From an optimization exercise on the open Yosys and OpenROAD flow, aimed at small area; shortcuts taken in it are not production practice.
Only simulation tests tie the RTL to the original design; equivalence was not proved.
Power and IR drop assume default switching activity.

[design/flow/design.v]
module cnn_top (
    input clk,
    input rst_n,
    input mode_i,
    input mem_ram_dest_i,
    input [12:0] mem_ram_adr_i,
    input [4:0] mem_ram_adr_offset_i,
    input mem_ram_data_en_i,
    input [11:0] mem_ram_data_i,
    input ecg_ready_i,
    output ecg_predict_en_o,
    input signed [11:0] ecg_data_i,
    output [1:0] ecg_predict_label_o,
    output [23:0] ecg_predict_score_o
);
localparam NW = 48;      
localparam NB = 14;      
integer k, t, e;
reg [6:0] ph;
always @(posedge clk or negedge rst_n) begin
    if (!rst_n)
        ph <= 7'd0;
    else
        ph <= (ph == NW-1) ? 7'd0 : ph + 7'd1;
end
wire wr    = mode_i & mem_ram_data_en_i;
wire wr_w  = wr & mem_ram_dest_i;
wire wr_b  = wr & ~mem_ram_dest_i;
wire [7:0] tgt_raw = {1'b0, mem_ram_adr_i[6:0]} + 8'd47 - {1'b0, ph};
wire [6:0] tgt = (tgt_raw >= 8'd48) ? (tgt_raw - 8'd48) : tgt_raw[6:0];
wire in_ring = (mem_ram_adr_i[6:0] < 7'd48);
reg [4:0] tap_dec;
always @(*) begin
    for (t = 0; t < 5; t = t + 1)
        tap_dec[t] = (mem_ram_adr_offset_i == t);
end
reg [NW/2-1:0] pos_dec;
always @(*) begin
    for (k = 0; k < NW/2; k = k + 1)
        pos_dec[k] = wr_w & in_ring & (tgt == 2*k);
end
reg [NW*60-1:0] ring;
always @(posedge clk) begin
    for (k = 0; k < NW; k = k + 1)
        for (t = 0; t < 5; t = t + 1)
            if ((k % 2 == 0) && pos_dec[k/2] && tap_dec[t])
                ring[(k*5+t)*12 +: 12] <= mem_ram_data_i;
            else
                ring[(k*5+t)*12 +: 12] <= ring[(((k+1)%NW)*5+t)*12 +: 12];
end
wire [59:0] wword = ring[59:0];
reg [11:0] fcw [0:3];
always @(posedge clk) begin
    if (wr_w && mem_ram_adr_offset_i == 5'd4) begin
        if (mem_ram_adr_i[6:0] == 7'd60) fcw[0] <= mem_ram_data_i;
        if (mem_ram_adr_i[6:0] == 7'd61) fcw[1] <= mem_ram_data_i;
        if (mem_ram_adr_i[6:0] == 7'd63) fcw[2] <= mem_ram_data_i;
        if (mem_ram_adr_i[6:0] == 7'd64) fcw[3] <= mem_ram_data_i;
    end
end
reg [11:0] bmem [0:NB-1];
reg [11:0] bfc [0:1];
always @(posedge clk) begin
    for (k = 0; k < NB; k = k + 1)
        if (wr_b && (mem_ram_adr_i[4:0] == k))
            bmem[k] <= mem_ram_data_i;
    if (wr_b && (mem_ram_adr_i[4:0] == 5'd17))
        bfc[0] <= mem_ram_data_i;
    if (wr_b && (mem_ram_adr_i[4:0] == 5'd18))
        bfc[1] <= mem_ram_data_i;
end
reg [11:0] dt [0:15];       
reg [2:0]  dvc [0:3];       
reg [3:0]  dcnt;            
reg        dbusy;
reg [2:0]  des;             
reg [1:0]  dej;             
reg signed [20:0] dacc;
wire din_en = ecg_ready_i & ~mode_i;
wire [1:0] dline = (des == 3'd4) ? 2'd3 : des[1:0];
wire [11:0] dop_raw = dt[{dline, dej}];
wire        dop_vld = ({1'b0, dej} < dvc[dline]);
wire signed [11:0] dop = dop_vld ? dop_raw : 12'd0;
reg signed [8:0] dcoef;
always @(*) begin
    case ({des == 3'd4, dej})
        3'b000: dcoef = -9'sd33;
        3'b001: dcoef =  9'sd57;
        3'b010: dcoef =  9'sd214;
        3'b011: dcoef =  9'sd124;
        3'b100: dcoef = -9'sd124;
        3'b101: dcoef =  9'sd214;
        3'b110: dcoef = -9'sd57;
        default: dcoef = -9'sd33;
    endcase
end
wire signed [20:0] dprod = dop * dcoef;
wire signed [20:0] dsum  = ((dej == 2'd0) ? 21'sd0 : dacc) + dprod;
wire [11:0] dy = dsum[19:8] + dsum[7];
wire dlast = dbusy & (dej == 2'd3);
wire [3:0] dev;
assign dev[0] = din_en;
assign dev[1] = dlast & (des == 3'd0);
assign dev[2] = dlast & (des == 3'd1);
assign dev[3] = dlast & (des == 3'd2);
wire a_out_en = dlast & (des == 3'd3);
wire d_out_en = dlast & (des == 3'd4);
always @(posedge clk) begin
    for (k = 0; k < 4; k = k + 1)
        if (dev[k]) begin
            dt[4*k+3] <= dt[4*k+2];
            dt[4*k+2] <= dt[4*k+1];
            dt[4*k+1] <= dt[4*k+0];
            dt[4*k+0] <= (k == 0) ? ecg_data_i : dy;
        end
end
always @(posedge clk or negedge rst_n) begin
    if (!rst_n) begin
        for (k = 0; k < 4; k = k + 1)
            dvc[k] <= 3'd0;
        dcnt  <= 4'b0010;
        dbusy <= 1'b0;
        des   <= 3'd0;
        dej   <= 2'd0;
    end
    else begin
        for (k = 0; k < 4; k = k + 1)
            if (dev[k]) begin
                dcnt[k] <= ~dcnt[k];
                if (dvc[k] != 3'd4)
                    dvc[k] <= dvc[k] + 3'd1;
            end
        if (dbusy)
            dej <= dej + 2'd1;
        if (din_en & dcnt[0]) begin
            dbusy <= 1'b1;
            des   <= 3'd0;
            dej   <= 2'd0;
        end
        else if (dlast) begin
            if (des == 3'd3)
                des <= 3'd4;
            else if (des == 3'd4)
                dbusy <= 1'b0;
            else if (dcnt[des+1])
                des <= des + 3'd1;
            else
                dbusy <= 1'b0;
        end
    end
end
always @(posedge clk) begin
    if (dbusy)
        dacc <= dsum;
end
reg [11:0] f1 [0:9];        
reg [11:0] f2 [0:19];       
reg [11:0] f3 [0:19];
reg [11:0] f4 [0:19];
reg [11:0] f5 [0:3];        
reg [2:0] c1, c2, c3, c4;   
reg [1:0] c5;               
reg [1:0] pc1, pc2, pc3, pc4;
reg pend, run, fcrun, fc_out, u4b, pdone;
reg fpass;
wire start = (ph == NW-1) & (pend | d_out_en);
wire act2 = (pc1 == 2'd1);
wire act3 = act2 & (pc2 == 2'd1);
wire act4 = act3 & (pc3 == 2'd1);
wire act5 = act4 & (pc4 == 2'd1);
always @(posedge clk or negedge rst_n) begin
    if (!rst_n) begin
        pend <= 1'b0;
        run <= 1'b0;
        fcrun <= 1'b0;
        fc_out <= 1'b0;
        u4b <= 1'b0;
        pdone <= 1'b0;
        fpass <= 1'b1;
        pc1 <= 2'd2;
        pc2 <= 2'd2;
        pc3 <= 2'd2;
        pc4 <= 2'd2;
    end
    else begin
        pend <= (pend | d_out_en) & ~start;
        fc_out <= fcrun & (ph == 7'd3);
        u4b <= run & (ph == NW-1) & act4;
        pdone <= run & (ph == NW-1);
        if (ph == NW-1) begin
            run <= start;
            fcrun <= run & act5;
        end
        else if (ph == 7'd3)
            fcrun <= 1'b0;
        if (pdone)
            fpass <= 1'b0;
        if (pdone) begin
            pc1 <= (pc1 == 2'd2) ? 2'd0 : pc1 + 2'd1;
            if (act2) pc2 <= (pc2 == 2'd2) ? 2'd0 : pc2 + 2'd1;
            if (act3) pc3 <= (pc3 == 2'd2) ? 2'd0 : pc3 + 2'd1;
            if (act4) pc4 <= (pc4 == 2'd2) ? 2'd0 : pc4 + 2'd1;
        end
    end
end
wire l1 = (ph < 7'd8);
wire l2 = (ph >= 7'd8)  & (ph < 7'd24);
wire l3 = (ph >= 7'd24) & (ph < 7'd40);
wire first = fcrun ? ~ph[0] : l1 ? ~ph[0] : (ph[1:0] == 2'd0);
wire [3:0] bidx = l1 ? {2'd0, ph[2:1]} : (ph[5:2] + 4'd2);
wire [11:0] bias = fcrun ? bfc[ph[1]] : bmem[bidx];
reg [11:0] xl [0:4];
wire [11:0] fcx = ph[0] ? f5[3] : ((c5 == 2'd3) ? f5[2] : 12'd0);
always @(*) begin
    for (e = 0; e < 5; e = e + 1) begin
        if (fcrun)
            xl[e] = (e == 0) ? fcx : 12'd0;
        else if (l1)
            xl[e] = (e < c1) ? f1[5*ph[0]+e] : 12'd0;
        else if (l2)
            xl[e] = (e < c2) ? f2[5*ph[1:0]+e] : 12'd0;
        else if (l3)
            xl[e] = (e < c3) ? f3[5*ph[1:0]+e] : 12'd0;
        else
            xl[e] = (e < c4) ? f4[5*ph[1:0]+e] : 12'd0;
    end
end
wire [11:0] w4 = fcrun ? fcw[ph[1:0]] : wword[48 +: 12];
wire signed [11:0] mx0 = xl[0], mx1 = xl[1], mx2 = xl[2], mx3 = xl[3], mx4 = xl[4];
wire signed [11:0] mw4 = w4, mw3 = wword[36 +: 12], mw2 = wword[24 +: 12], mw1 = wword[12 +: 12], mw0 = wword[0 +: 12];
wire signed [25:0] msum = mx0 * mw4 + mx1 * mw3 + mx2 * mw2 + mx3 * mw1 + mx4 * mw0;
wire [11:0] my = msum[19:8] + msum[7];
reg signed [14:0] acc;
always @(posedge clk) begin
    if (run | fcrun)
        acc <= (fpass & (ph == 7'd0)) ? 15'd0 : (first ? {{3{bias[11]}}, bias} : acc) + {{3{my[11]}}, my};
end
wire [11:0] relu = acc[14] ? 12'd0 : (|acc[13:11]) ? 12'h7FF : {1'b0, acc[10:0]};
wire u1 = run & (ph >= 7'd2)  & (ph <= 7'd8)  & ~ph[0];                   
wire u2 = run & act2 & (ph >= 7'd12) & (ph <= 7'd24) & (ph[1:0] == 2'd0);  
wire u3 = run & act3 & (ph >= 7'd28) & (ph <= 7'd40) & (ph[1:0] == 2'd0);  
wire u4a = run & act4 & (ph == 7'd44);                                    
wire u4 = u4a | u4b;                                                       
wire u5 = fcrun & (ph == 7'd2);                                            
wire [1:0] uo = u1 ? (ph[2:1] - 2'd1) : u2 ? (ph[3:2] - 2'd3) : u3 ? (ph[3:2] - 2'd3) : {1'b0, u4b};
wire [1:0] upc = u1 ? pc1 : u2 ? pc2 : u3 ? pc3 : pc4;
wire ustart = (upc == 2'd2);
wire [11:0] ucur = u1 ? f2[5*uo] : u2 ? f3[5*uo] : u3 ? f4[5*uo] : (u4b ? f5[3] : f5[0]);
wire [11:0] umax = (ustart || relu > ucur) ? relu : ucur;
always @(posedge clk) begin
    for (k = 0; k < 4; k = k + 1) begin
        if (u1 && uo == k) begin
            if (ustart)
                for (e = 4; e > 0; e = e - 1)
                    f2[5*k+e] <= f2[5*k+e-1];
            f2[5*k] <= umax;
        end
        if (u2 && uo == k) begin
            if (ustart)
                for (e = 4; e > 0; e = e - 1)
                    f3[5*k+e] <= f3[5*k+e-1];
            f3[5*k] <= umax;
        end
        if (u3 && uo == k) begin
            if (ustart)
                for (e = 4; e > 0; e = e - 1)
                    f4[5*k+e] <= f4[5*k+e-1];
            f4[5*k] <= umax;
        end
    end
    if (u4a) begin
        if (ustart) begin
            f5[2] <= f5[1];
            f5[1] <= f5[0];
        end
        f5[0] <= umax;
    end
    if (u4b)
        f5[3] <= umax;
    if (a_out_en) begin
        for (e = 4; e > 0; e = e - 1)
            f1[e] <= f1[e-1];
        f1[0] <= dy;
    end
    if (d_out_en) begin
        for (e = 4; e > 0; e = e - 1)
            f1[5+e] <= f1[5+e-1];
        f1[5] <= dy;
    end
end
always @(posedge clk or negedge rst_n) begin
    if (!rst_n) begin
        c1 <= 3'd0; c2 <= 3'd0; c3 <= 3'd0; c4 <= 3'd0; c5 <= 2'd0;
    end
    else begin
        if (d_out_en && c1 != 3'd5) c1 <= c1 + 3'd1;
        if (u1 && uo == 2'd0 && ustart && c2 != 3'd5) c2 <= c2 + 3'd1;
        if (u2 && uo == 2'd0 && ustart && c3 != 3'd5) c3 <= c3 + 3'd1;
        if (u3 && uo == 2'd0 && ustart && c4 != 3'd5) c4 <= c4 + 3'd1;
        if (u4a && ustart && c5 != 2'd3) c5 <= c5 + 2'd1;
    end
end
reg [11:0] pred0;
always @(posedge clk) begin
    if (u5)
        pred0 <= relu;
end
assign ecg_predict_en_o = fc_out;
assign ecg_predict_score_o = {relu, pred0};
assign ecg_predict_label_o[0] = (pred0 > relu);
assign ecg_predict_label_o[1] = (relu > pred0);
endmodule
[design/flow/run.sh]
#!/bin/bash
# synth_recipe.tcl (not shown) runs the flow's synth.tcl, then flattens the netlist and writes it again
# the make line also repeats each setting of config.mk as NAME=value (left out here)
make -C /OpenROAD-flow-scripts/flow DESIGN_CONFIG=/design/flow/config.mk WORK_HOME=/design/flow/orfs CLKGATE_MAP_FILE= SYNTH_SCRIPT=/design/flow/synth_recipe.tcl finish
[design/flow/config.mk]
export PLATFORM = sky130hd
export DESIGN_NAME = cnn_top
export DESIGN_NICKNAME = cnn_top
export VERILOG_FILES = /design/flow/design.v
export SDC_FILE = /design/flow/constraint.sdc
export NUM_CORES = 4
export LEC_CHECK = 0
export ABC_AREA = 1
export CAP_MARGIN = 40
export CORE_MARGIN = 2
export CORE_UTILIZATION = 30
export PLACE_DENSITY = 0.5
export SLEW_MARGIN = 40
[design/flow/constraint.sdc]
create_clock -name core_clock -period 20.0 [get_ports {clk}]
set_input_delay 4.0000 -clock core_clock [delete_from_list [all_inputs] [get_ports {clk}]]
set_output_delay 4.0000 -clock core_clock [all_outputs]
set_load 0.01 [all_outputs]
==> impl_results.html <==
<table>
<tr><th>Metric</th><th>Value</th></tr>
<tr><th colspan="2">Run status</th></tr>
<tr><td>Outcome</td><td>no timing/DRC/antenna violations</td></tr>
<tr><th colspan="2">Critical path</th></tr>
<tr><td>Top fanout value on the critical path</td><td>28</td></tr>
<tr><td>Startpoint of the worst-slack reg-to-reg timing path</td><td>ph[0]</td></tr>
<tr><td>CP max stage delay</td><td>around 0.76 ns</td></tr>
<tr><td>Startpoint Class</td><td>register</td></tr>
<tr><td>Critical path's slowest cell</td><td>sky130_fd_sc_hd__clkinv_1</td></tr>
<tr><td>Worst path most repeated cell</td><td>sky130_fd_sc_hd__nand2_1</td></tr>
<tr><td>Critical Path End Type</td><td>register</td></tr>
<tr><td>Flop-to-flop setup slack</td><td>between 3 and 4 ns</td></tr>
<tr><td>Worst path arrival time</td><td>17.21 ns</td></tr>
<tr><td>Critical Path Stages</td><td>57</td></tr>
<tr><td>Path type of the worst setup path</td><td>reg -&gt; reg</td></tr>
<tr><td>Crit path buf inv count</td><td>10</td></tr>
<tr><td>Gate family responsible for the most delay along the worst path</td><td>adder cells</td></tr>
<tr><td>Critical register-to-register path endpoint</td><td>acc[14]</td></tr>
<tr><td>Reg2Reg Depth</td><td>57</td></tr>
<tr><td>Worst endpoint required time</td><td>about 21 ns</td></tr>
<tr><th colspan="2">Timing</th></tr>
<tr><td>Worst slew pin tran</td><td>~1 ns</td></tr>
<tr><td>Max-slew violation total from the final report</td><td>0</td></tr>
<tr><td>Rel. slew slack</td><td>0.3329</td></tr>
<tr><td>Peak Freq</td><td>between 60 and 70 MHz</td></tr>
<tr><td>Post-route minimum period</td><td>between 15 and 20 ns</td></tr>
<tr><td>Post-route clock period utilization</td><td>0.8226</td></tr>
<tr><td>Unrepaired setup endpoints after global routing</td><td>false</td></tr>
<tr><td>Post-route clock skew</td><td>between 0.1 and 0.15 ns</td></tr>
<tr><td>Finish-stage setup viols</td><td>0</td></tr>
<tr><td>Hold violation count in the final report</td><td>0</td></tr>
<tr><td>Setup TNS Final</td><td>0 ns</td></tr>
<tr><th colspan="2">Worst hold path</th></tr>
<tr><td>Hold_sp</td><td>ring[1592]</td></tr>
<tr><td>Hold Crit Endpoint</td><td>ring[1532]</td></tr>
<tr><td>HP Class</td><td>reg -&gt; reg</td></tr>
<tr><td>WHS Path Cells</td><td>0</td></tr>
<tr><th colspan="2">Yosys</th></tr>
<tr><td>Synth top cells by count</td><td>sky130_fd_sc_hd__nand2_1, sky130_fd_sc_hd__dfxtp_1, sky130_fd_sc_hd__o21ai_0</td></tr>
<tr><td>Cell count after synthesis</td><td>17183</td></tr>
<tr><td>Fraction of synthesized cell area taken by the top area cell type</td><td>0.3311</td></tr>
<tr><td>Number of flops mapped to enable cells by yosys</td><td>about 1400</td></tr>
<tr><td>Cell accounting for the most synthesized area</td><td>sky130_fd_sc_hd__dfxtp_1</td></tr>
<tr><td>Mapped cell area</td><td>about 0.17 mm2</td></tr>
<tr><td>Total of flip-flops plus latches after synthesis</td><td>4304</td></tr>
<tr><td>Main area contributors after synthesis</td><td>sky130_fd_sc_hd__dfxtp_1, sky130_fd_sc_hd__edfxtp_1, sky130_fd_sc_hd__fa_1</td></tr>
<tr><td>Total number of yosys warnings</td><td>12</td></tr>
<tr><td>Syn avg cell area</td><td>roughly 10 um2</td></tr>
<tr><td>Fraction of registers with async set/reset</td><td>0.01348</td></tr>
<tr><td>Number of distinct library cells after synthesis</td><td>87</td></tr>
<tr><td>Leading cell type by number of instances after synthesis</td><td>sky130_fd_sc_hd__nand2_1</td></tr>
<tr><td>Sequential area share after synthesis</td><td>0.5751</td></tr>
<tr><td>Most common flop cell mapped by yosys</td><td>sky130_fd_sc_hd__dfxtp_1</td></tr>
<tr><th colspan="2">Clocking</th></tr>
<tr><td>CTS hold repair buffers</td><td>0</td></tr>
<tr><td>Cts bufs inserted</td><td>428</td></tr>
<tr><td>H-tree depth</td><td>5</td></tr>
<tr><td>Maximum root-to-sink buffer count</td><td>4</td></tr>
<tr><td>Clock latency reported for the late side of the worst-skew pair</td><td>~1.1 ns</td></tr>
<tr><td>Register clock-pin slew on the reported worst setup and hold paths</td><td>roughly 0.06 ns</td></tr>
<tr><td>Setup fix buffers added after clock tree synthesis</td><td>0</td></tr>
<tr><td>Clock tree from TritonCTS</td><td>built</td></tr>
<tr><td>Post-cts sizing count</td><td>0</td></tr>
<tr><td>Sinks on Clock Net</td><td>4304</td></tr>
<tr><td>Buffer type at the clock tree root</td><td>sky130_fd_sc_hd__clkbuf_16</td></tr>
<tr><th colspan="2">Pwr</th></tr>
<tr><td>Max rail drop VDD</td><td>1.674 mV</td></tr>
<tr><td>Clock share of power</td><td>0.217</td></tr>
<tr><td>P_leak</td><td>between 70 and 80 nW</td></tr>
<tr><td>Fraction of power consumed by combinational cells</td><td>0.483</td></tr>
<tr><td>Sw frac</td><td>0.4168</td></tr>
<tr><td>Pwr/cell area</td><td>~190 mW/mm2</td></tr>
<tr><td>Internal power summed over all cells</td><td>between 20 and 25 mW</td></tr>
<tr><td>Net Switching</td><td>between 15 and 20 mW</td></tr>
<tr><td>Register share of total power</td><td>0.300</td></tr>
<tr><th colspan="2">Die</th></tr>
<tr><td>Overall die height</td><td>765.8 um</td></tr>
<tr><td>Area of the die</td><td>just under 0.6 mm2</td></tr>
<tr><td>Initial Util</td><td>0.3014</td></tr>
<tr><td>Core footprint</td><td>0.5777 mm2</td></tr>
<tr><td>I/O pin count</td><td>between 70 and 80</td></tr>
<tr><td>Die boundary width</td><td>roughly 770 um</td></tr>
<tr><td>Standard-cell row count</td><td>279</td></tr>
<tr><th colspan="2">Layout</th></tr>
<tr><td>Multi-input combinational cell area</td><td>~0.065 mm2</td></tr>
<tr><td>Footprint of the flip-flops and latches</td><td>approximately 0.1 mm2</td></tr>
<tr><td>Syn-to-layout area delta</td><td>14.18%</td></tr>
<tr><td>Utilization of the core after routing</td><td>0.3441</td></tr>
<tr><td>Nets</td><td>~18000</td></tr>
<tr><td>Fill cell instance count of the final layout</td><td>between 50000 and 60000</td></tr>
<tr><td>Layout cell share with drive strength beyond 1</td><td>0.07664</td></tr>
<tr><td>Final non-filler cell total</td><td>25212</td></tr>
<tr><th colspan="2">Global routing</th></tr>
<tr><td>Number of antenna violations at the first check in global routing</td><td>46</td></tr>
<tr><td>Maximum number of pins on one net before global-route repair</td><td>approximately 80</td></tr>
<tr><td>Global-route wire length before repair</td><td>just under 900000 um</td></tr>
<tr><td>Total gr overflow</td><td>0</td></tr>
<tr><td>All-layer global routing usage</td><td>0.2051</td></tr>
<tr><td>Number of global-route vias before repair</td><td>between 100k and 150k</td></tr>
<tr><th colspan="2">Route</th></tr>
<tr><td>Number of iterations in the first detailed-routing pass</td><td>12</td></tr>
<tr><td>Average routed wire per standard cell</td><td>between 20 and 25 um</td></tr>
<tr><td>Antenna-violating nets left</td><td>0</td></tr>
<tr><td>Iteration-0 DRC count of the detailed router</td><td>about 14000</td></tr>
<tr><td>Number of vias after detailed routing</td><td>127421</td></tr>
<tr><td>Final routed DRC violation total</td><td>0</td></tr>
<tr><td>Post-detailed-route via-to-cell ratio</td><td>between 5 and 6</td></tr>
<tr><td>Routed Wire Length</td><td>615300 um</td></tr>
<tr><th colspan="2">Job</th></tr>
<tr><td>Max capacitance violation total</td><td>0</td></tr>
<tr><th colspan="2">Placed design</th></tr>
<tr><td>Number of I/O port buffers</td><td>66</td></tr>
<tr><td>Placed cell count</td><td>~24000</td></tr>
<tr><td>RePlAce Congestion</td><td>about 1</td></tr>
<tr><td>HPWL after DPL</td><td>slightly above 400000 um</td></tr>
</table>
-- routing by layer --
metal	track usage	share of wire	up-vias
met5	0	0.00069	-
met4	0.08767	0.050	44
met3	0.05193	0.097	1667
met2	0.3154	0.43	6130
met1	0.2738	0.42	62600
li1	-	-	56980
-- cell families after synthesis --
group | Yosys count | synth area share
simple gates | 5551 | 0.1292
flops | 4304 | 0.5751
compound gates | 3412 | 0.1150
buf+inv | 2665 | 0.05977
fa+ha+maj | 1110 | 0.1137
xor+xnor | 133 | 0.006776
mux | 7 | 0.0004096
other cells | 1 | 0.00002154
-- worst max-delay path by stage --
stage | slack, ns | start | endpoint
finish | 3.55 | ph[0] | acc[14]
detailed placement | 3.99 | ph[1] | acc[14]
floorplan | 7.09 | ph[0] | acc[14]
global placement | 3.83 | ph[1] | acc[14]
CTS | 3.99 | ph[1] | acc[14]
global route | 2.99 | ph[1] | acc[14]
-- power groups by stage --
stage	clock [mW]	combinational (mW)	sequential (mW)
finish	8.18	18.2	11.3
global placement	0	17.7	11.3
CTS	8.36	18.6	11.3
global route	8.70	20.0	11.2
detailed placement	0	18.5	11.5
floorplan	0	13.6	13.5
-- layout make-up --
type,count,area share
clock inverters,212,0.01175
repair buffers,393,0.01660
diodes,14,0.0001762
well taps,7727,0.04863
inverters,1769,0.03391
multi-input cells,10215,0.3245
flip-flops and latches,4304,0.5037
clock buffers,578,0.06075
-- stage by stage --
stage | worst slack, ns | total power [mW] | area (um2) | hold slack, ns
detailed placement | 3.990 | 30.02 | 184000 | 0.3121
global route | 2.992 | 39.92 | 198800 | 0.2750
floorplan | 7.086 | 27.10 | 174100 | 0.3096
global placement | 3.833 | 29.00 | 183700 | 0.3095
CTS | 3.988 | 38.30 | 198400 | 0.2651
finish | 3.548 | 37.70 | 198800 | 0.2746
-- sequential cells by signal, indices dropped and copies added, names as in the netlist, 12 cells and up --
| register | flops |
|---|---|
| ring | 2880 |
| f3 | 240 |
| f5 | 48 |
| dvc | 12 |
| acc | 15 |
| bfc | 24 |
| f2 | 240 |
| fcw | 48 |
| f1 | 120 |
| bmem | 168 |
| dt | 192 |
| f4 | 240 |
| dacc | 20 |
-- cells in the final DEF (no fill, tap or decap), drive strengths merged, types with 13 or more instances in the layout --
cell	n
o211ai	93
a221o	20
diode	14
a2111oi	71
edfxtp	1366
o221ai	82
bufinv	28
a221oi	177
nand2	3850
inv	1770
a211oi	61
o31ai	13
nand3	465
xnor2	50
o22ai	281
nor4	38
dfrtp	52
a22o	19
or2	33
o21ai	1936
a31oi	26
ha	323
fa	787
buf	328
clkinv	166
xor2	83
a21oi	441
nor2	899
nand4	163
clkinvlp	17
a22oi	18
a32o	14
o2111ai	82
dfxtp	2880
clkbuf	579
clkdlybuf4s50	64
nor3	74

-- port drivers added, routing unchanged --
The flow's constraints put no driver on any port. The routed layout listed below was extracted and timed again, unchanged, in two steps. Step 1 assumes that a clkbuf_16 drives the clock port and a buf_2 every other input. Step 2 times the ports against the registers' clock, not the clock port: input delays grow and output delays shrink by t, the midpoint of the rising clock arrivals with the driver on. Three values: ideal ports, drivers, drivers and shift; two values: the first two.
t, ns: 1.139
slack for setup (ns): 3.548 / 3.548 / 3.548
worst setup path at the end: register to register
latest minus earliest clock arrival (ns): 0.114 / 0.114
slew at the worst register clock pin (ns): 0.07 / 0.07
After both steps setup and hold are still met in this run. The setup slack of this run moves by 0.000 ns with the drivers and by 0.000 ns with both steps.
